Background: an optimization exercise with open tools, aiming at small area. Do not read the settings as production practice.
In this exercise RTL edits were held to simulation tests only and were not proved equivalent to the original.

File: flow/run.sh
#!/bin/bash
# synth_recipe.tcl (not shown) runs the flow's synth.tcl, then flattens the netlist and writes it again
# the make line also repeats each setting of config.mk as NAME=value (left out here)
make -C /OpenROAD-flow-scripts/flow DESIGN_CONFIG=/design/flow/config.mk WORK_HOME=/design/flow/orfs CLKGATE_MAP_FILE= SYNTH_SCRIPT=/design/flow/synth_recipe.tcl finish
File: flow/config.mk
export PLATFORM = sky130hd
export DESIGN_NAME = DigitalClock
export DESIGN_NICKNAME = DigitalClock
export VERILOG_FILES = /design/flow/design.v
export SDC_FILE = /design/flow/constraint.sdc
export NUM_CORES = 4
export LEC_CHECK = 0
export CAP_MARGIN = 20
export CORE_MARGIN = 2
export CORE_UTILIZATION = 40
export SLEW_MARGIN = 20
File: flow/constraint.sdc
create_clock -name core_clock -period 10.0 [get_ports {clk}]
set_input_delay 2.0000 -clock core_clock [delete_from_list [all_inputs] [get_ports {clk}]]
set_output_delay 2.0000 -clock core_clock [all_outputs]
set_load 0.01 [all_outputs]
File: flow/design.v
`timescale 1ns / 1ps
module DigitalClock(
    input clk,  
    input rst,  
    input btnC, btnU, btnL, btnR, btnD,  
    input [2:0] sw, 
    output reg [6:0] seg,
    output reg [3:0] an,  
    output reg [0:0] led  
    );
    reg [31:0] counter;
    reg [31:0] d_counter;
    parameter max_counter = 32767;  
    parameter set_counter = 8191;  
    parameter display_counter = 163;  
    reg [5:0] Hours, Minutes, Seconds; 
    reg [3:0] D0,D1, D2, D3; 
    reg current_bit;       
    reg [1:0] current_LED;
    reg [7:0] LED_out [3:0];
    reg [5:0] Seconds_alarm;
    reg [5:0] Minutes_alarm;
    reg [5:0] Seconds_alarm_reset;
    reg [5:0] Minutes_alarm_reset;
    parameter Hours_And_Minutes = 1'b0;  
    parameter Set_Clock = 1'b1;          
    reg Current_Mode;  
    wire [3:0] four_bit_data [3:0]; 
    assign  four_bit_data[0] = D0;
    assign  four_bit_data[1] = D1;
    assign  four_bit_data[2] = D2;
    assign  four_bit_data[3] = D3;
    integer i;
    always @(posedge clk) begin
      if (rst) begin
        counter <= 0;
        d_counter <= 0;
        Hours <= 0;
        Minutes <= 0;
        Seconds <= 0;
        D0 <= 0;
        D1 <= 0;
        D2 <= 0;
        D3 <= 0;
        current_bit <= 0;
        current_LED <= 0;
        for (i = 0; i < 4; i = i + 1)
            LED_out[i] <= 0;
        Seconds_alarm <= 0;
        Minutes_alarm <= 12;
        Seconds_alarm_reset <= 0;
        Minutes_alarm_reset <= 12;
        Current_Mode <= Set_Clock;
        seg <= 0;
        an <= 0;
        led <= 0;
      end else begin
        if (counter < max_counter) begin
            counter <= counter+1;
        end 
        else begin
            counter <= 0;
        end
        if(d_counter < display_counter) begin
            d_counter <= d_counter + 1; 
        end 
        else begin
            current_LED <= current_LED + 1;
            d_counter <= 0;
        end
		case(four_bit_data[current_LED])  
			 4'b0000 : LED_out[current_LED] <= 7'b1000000;  
			 4'b0001 : LED_out[current_LED] <= 7'b1111001;  
			 4'b0010 : LED_out[current_LED] <= 7'b0100100;  
			 4'b0011 : LED_out[current_LED] <= 7'b0110000;  
			 4'b0100 : LED_out[current_LED] <= 7'b0011001;  
			 4'b0101 : LED_out[current_LED] <= 7'b0010010;  
			 4'b0110 : LED_out[current_LED] <= 7'b0000010;  
			 4'b0111 : LED_out[current_LED] <= 7'b1111000;  
			 4'b1000 : LED_out[current_LED] <= 7'b0000000;  
			 4'b1001 : LED_out[current_LED] <= 7'b0011000;  
			 default : LED_out[current_LED] <= 7'b1000000;  
		 endcase
        case(current_LED)
            0: begin
                an <= 4'b1110; 
                seg <= LED_out[0];
            end
            1: begin
                an <= 4'b1101;
                seg <= LED_out[1];            
            end
            2: begin
                an <= 4'b1011;
                seg <= LED_out[2];
            end
            3: begin
                an <= 4'b0111;
                seg <= LED_out[3];
            end                
        endcase 
        case(Current_Mode)
            Hours_And_Minutes: begin  
                if (btnC) begin
                    Current_Mode <= Set_Clock;  
                    counter <= 0;
                    current_bit <= 0;
                    Seconds <= 59;  
                end
                if (counter < max_counter) begin  
                    counter <= counter + 1;
                end 
                else begin
                    counter <= 0;
                    Seconds <= Seconds + 1;
                end                                
            end  
            Set_Clock: begin
                if (btnC) begin  
                    Current_Mode <= Hours_And_Minutes;
                    Seconds_alarm_reset <= Seconds;  
                    Minutes_alarm_reset <= Minutes;  
                end
                if (counter < set_counter) begin  
                    counter <= counter + 1;
                end 
                else begin
                    counter <= 0;
                    case (current_bit)
                        1'b0: begin  
                            if (btnU) begin  
                                Seconds <= Seconds + 1;
                            end
                            if (btnD) begin  
                                if (Seconds > 0) begin
                                    Seconds <= Seconds - 1;
                                end 
                                else if (Minutes > 1) begin
                                    Minutes <= Minutes - 1;
                                    Seconds <= 59;
                                end 
                                else if (Minutes == 1) begin
                                    Minutes <= 12;
                                    Seconds <= 59;
                                end
                            end
                            if (btnL || btnR) begin  
                                current_bit <= 1;
                            end
                        end  
                        1'b1: begin  
                            if (btnU) begin  
                                Minutes <= Minutes + 1;
                            end
                            if (btnD) begin  
                                if (Minutes > 1) begin
                                    Minutes <= Minutes - 1;
                                end else if (Minutes == 1) begin
                                    Minutes <= 12;
                                end
                            end
                            if (btnL || btnR) begin  
                                current_bit <= 0;
                            end
                        end  
                endcase    
                if(sw[2] == 1)begin
                Seconds <= Seconds_alarm_reset;
                Minutes <= Minutes_alarm_reset;
                end
                if(sw[1] == 1)begin
                Seconds_alarm <= Seconds;
                Minutes_alarm <= Minutes;
                end
                if(sw[0] == 1) begin
                    if(Minutes_alarm == Minutes && Seconds_alarm == Seconds)
                        led <= 1; 
                     else 
                        led <= 0;
                    if (counter < max_counter) begin  
                        counter <= counter + 1;
                    end 
                    else begin
                    counter <= 0;
                    Seconds <= Seconds + 1;  
                    end    
                end  
                end                    
            end  
        endcase  
        if (Seconds >= 60) begin  
                Seconds <= 0;
                Minutes <= Minutes + 1;
        end
        if (Minutes >= 12) begin  
                Minutes <= 0;
                Hours <= Hours + 1;
        end
        if (Hours >= 24) begin  
            Hours <= 0;
        end
        D0 <= Seconds % 10;   
        D1 <= Seconds / 10;   
        if (Minutes < 12) begin
            if (Minutes == 0) begin  
                D2 <= 2;
                D3 <= 1;
            end else begin
                D2 <= Minutes % 10;     
                D3 <= Minutes / 10;     
            end
            end else begin  
                if (Minutes == 12) begin  
                    D2 <= 2;
                    D3 <= 1;
                end else begin
                    D2 <= (Minutes - 12) % 10;     
                    D3 <= (Minutes - 12) / 10;     
                end
        end  
      end  
    end  
endmodule
==> summary.txt <==
## cell usage in the layout (no fill, tap or decap), types with 5 or more instances in the layout
master / count
nor4_1: 10
nand2_1: 58
a211o_1: 5
ha_1: 22
nor2b_1: 13
a31oi_1: 10
and3_1: 5
nand4_1: 13
dfxtp_1: 131
buf_4: 6
edfxtp_1: 28
nor3_1: 19
xnor2_1: 30
o211ai_1: 7
clkdlybuf4s50_1: 20
a21oi_1: 41
or2_2: 10
a222oi_1: 11
clkbuf_16: 17
xor2_1: 15
nand3b_1: 5
a311oi_1: 5
o21ai_0: 31
a21o_1: 7
nor2_1: 127
conb_1: 41
inv_1: 29
mux2i_1: 25
inv_8: 5
o31ai_1: 7
nand2b_1: 10
and2_1: 7
nand3_1: 41
## flip-flops by register name, indices dropped and copies added (netlist names)
| name | flops |
|---|---|
| led | 1 |
| Minutes_alarm | 6 |
| Seconds | 6 |
| D0 | 4 |
| d_counter | 32 |
| Seconds_alarm | 6 |
| Current_Mode | 1 |
| current_LED | 2 |
| D3 | 4 |
| D2 | 4 |
| seg | 7 |
| D1 | 3 |
| an | 4 |
| Seconds_alarm_reset | 6 |
| current_bit | 1 |
| counter | 32 |
| LED_out | 28 |
| Minutes_alarm_reset | 6 |
| Minutes | 6 |
## critical path, stage by stage
cell	delay, ps
clkdlybuf4s50_1	1050
inv_1	260
a32o_1	380
a221oi_1	300
a21oi_1	80
a211o_1	240
a31oi_1	120
## routing by layer
layer / up-vias / part of all wire (%) / GRT usage, %
li1: 3114 / - / -
met1: 2881 / 48 / 25.5
met2: 194 / 45 / 28.1
met3: 21 / 5.2 / 3.62
met4: 0 / 1.6 / 7.09
met5: - / 0 / 0
## cell usage after synthesis, types with 11 or more instances
master / instances
a21oi_1: 41
a222oi_1: 11
clkbuf_1: 28
dfxtp_1: 131
edfxtp_1: 28
ha_1: 22
inv_1: 29
mux2i_1: 25
nand2_1: 58
nand3_1: 41
nand4_1: 13
nor2_1: 127
nor2b_1: 13
nor3_1: 19
o21ai_0: 31
xnor2_1: 30
xor2_1: 15
## per-stage QoR
stage	hold slack, ps	util [%]	std cells	instance area [um2]
2_1_floorplan	430	-	893	7850
3_3_place_gp	443	43.6	1107	8180
3_5_place_dp	450	43.6	1107	8180
4_1_cts	468	46.8	1139	8780
5_1_grt	508	46.8	1139	8780
6_report	461	46.8	1139	8780
## kinds of logic (layout without fill, tap and decap cells)
family	count (synthesis)	after routing	share of synthesized area [%]
adder cells (fa/ha/maj)	24	24	3.84
buffers and inverters	78	90	4.21
other	1	41	0.0487
multiplexers	27	27	3.54
XOR/XNOR	45	45	5.12
flip-flops	159	159	45.0
AO/OA/AOI/OAI	184	184	17.2
AND/OR/NAND/NOR	335	335	21.1
## final timing paths
check,endpoint,cells after the start,slack [ps],startpoint
setup / recovery,Minutes[2],7,5910,sw[2]
hold / removal,counter[0],1,460,counter[0]
setup reg to reg,D2[3],11,6150,Minutes[3]
hold reg to reg,counter[0],1,460,counter[0]
## cell type report
class | count | area, um2 | share of cell area [%]
Clock buffer | 17 | 425 | 4.85
Multi-Input combinational cell | 656 | 4060 | 46.3
Sequential cell | 159 | 3460 | 39.5
Clock inverter | 15 | 166 | 1.90
Inverter | 31 | 116 | 1.33
Timing Repair Buffer | 27 | 250 | 2.85
Tap cell | 234 | 293 | 3.34
## report_power, final
group / internal (mW) / switching (mW) / total (mW)
sequential: 0.703 / 0.0438 / 0.747
clock: 0.356 / 0.291 / 0.646
combinational: 0.165 / 0.252 / 0.417
==> impl_metrics.env <==
export IMPL_gr_total_overflow=0
export IMPL_grt_max_degree=58
export IMPL_ys_flop_type="dfxtp_1"
export IMPL_fmax_mhz=244
export IMPL_synth_top_area_share_pct=34.1
export IMPL_worst_slew_pin_slew_ps=909
export IMPL_cts_resized=0
export IMPL_ys_top_cells_by_area="dfxtp_1 (34%), edfxtp_1 (11%), nor2_1 (6.2%)"
export IMPL_maxCapViolations=0
export IMPL_finalNetCount=924
export IMPL_finalClockSkew_ps=11.0
export IMPL_drive_gt1_share_pct=6.63
export IMPL_cts_tree="built"
export IMPL_diodes=0
export IMPL_dr_total_vias=6210
export IMPL_antenna_found_initial=0
export IMPL_cts_sinks=159
export IMPL_grt_total_usage_pct=18.3
export IMPL_die_y_um=143
export IMPL_hold_viol_final=0
export IMPL_io_buffers=21
export IMPL_ant_nets=0
export IMPL_synthCells=853
export IMPL_netlist_area_um2=7700
export IMPL_post_drt_wl_per_cell_um=15.4
export IMPL_max_vdd_ir_drop_v=0.000128
export IMPL_crit_path_end_kind="register"
export IMPL_insertion_delay_ps=430
export IMPL_gp_congestion=0.884
export IMPL_required_ps=10340
export IMPL_dieWidth_um=143
export IMPL_drc=0
export IMPL_start_util_pct=41.0
export IMPL_wl_um=17500
export IMPL_numCtsBuffers=17
export IMPL_drt_pass1_iterations=7
export IMPL_pre_cts_ws_ps=5530
export IMPL_clk_pin_slew_worst_paths_ps=70
export IMPL_post_route_min_period_ps=4090
export IMPL_async_reset_ff_share_pct=0
export IMPL_fillers=1798
export IMPL_netlist_top_cell_by_area="dfxtp_1"
export IMPL_ioPinCount=22
export IMPL_fin_tns_setup_ps=0
export IMPL_clock_path_buffers=2
export IMPL_first_iter_violations=528
export IMPL_path_max_fanout=23
export IMPL_relSlewSlack_pct=39.4
export IMPL_p_leak_nw=3.37
export IMPL_holdCritPathClass="register to register"
export IMPL_setup_ws_ps=5910
export IMPL_synth_avg_cell_area_um2=9.03
export IMPL_yosysSeqAreaShare_pct=45.0
export IMPL_cts_setup_buffers=0
export IMPL_timing_final_crit_share_pct=40.9
export IMPL_areaGrowthSynthToFinish_pct=14.0
export IMPL_start_kind="input port"
export IMPL_outcome="timing/DRC/antenna clean"
export IMPL_grt_pass1_wl_um=29700
export IMPL_core_um2=18800
export IMPL_rows=50
export IMPL_power_density_nw_per_um2=206
export IMPL_post_drt_via_cell_ratio=5.45
export IMPL_synth_cell_types=79
export IMPL_setup_violations=0
export IMPL_cts_max_level=4
export IMPL_total_power_mw=1.81
export IMPL_finalMaxSlewViolations=0
export IMPL_grt_pass1_vias=5773
export IMPL_rsz0062_at_grt="no"
export IMPL_arrival_ps=4430
export IMPL_ys_ff_latch=159
export IMPL_ys_warn_count=1
export IMPL_crit_type="input port to register"
export IMPL_synth_edf_count=28
export IMPL_die_area_um2=20400
export IMPL_cts_root_buffer="clkbuf_16"
export IMPL_hold_buffers=0
export IMPL_hpwl_um=11500

## re-timing with driven ports
Ports are ideal in the flow. The routed layout listed here was re-timed in OpenROAD. Step 1: set_driving_cell puts a clkbuf_16 on clk and a buf_2 on each other input, an assumption about the parent block. Step 2 times the ports against the registers' clock, not the clock port: input delays grow and output delays shrink by t, the midpoint of the rising clock arrivals with the driver on. Three values: no drivers, after step 1, after step 2; two values: the first two.
t (ns): 0.461
setup slack, ns: 5.909 / 5.922 / 5.461
worst setup path after step 2: input to register
clock arrival spread, ns: 0.012 / 0.012
cell pins on the clock port's net: 1
After both steps setup and hold are still met in this run. The setup slack of this run moves by +0.013 ns with the drivers and by -0.448 ns with both steps.
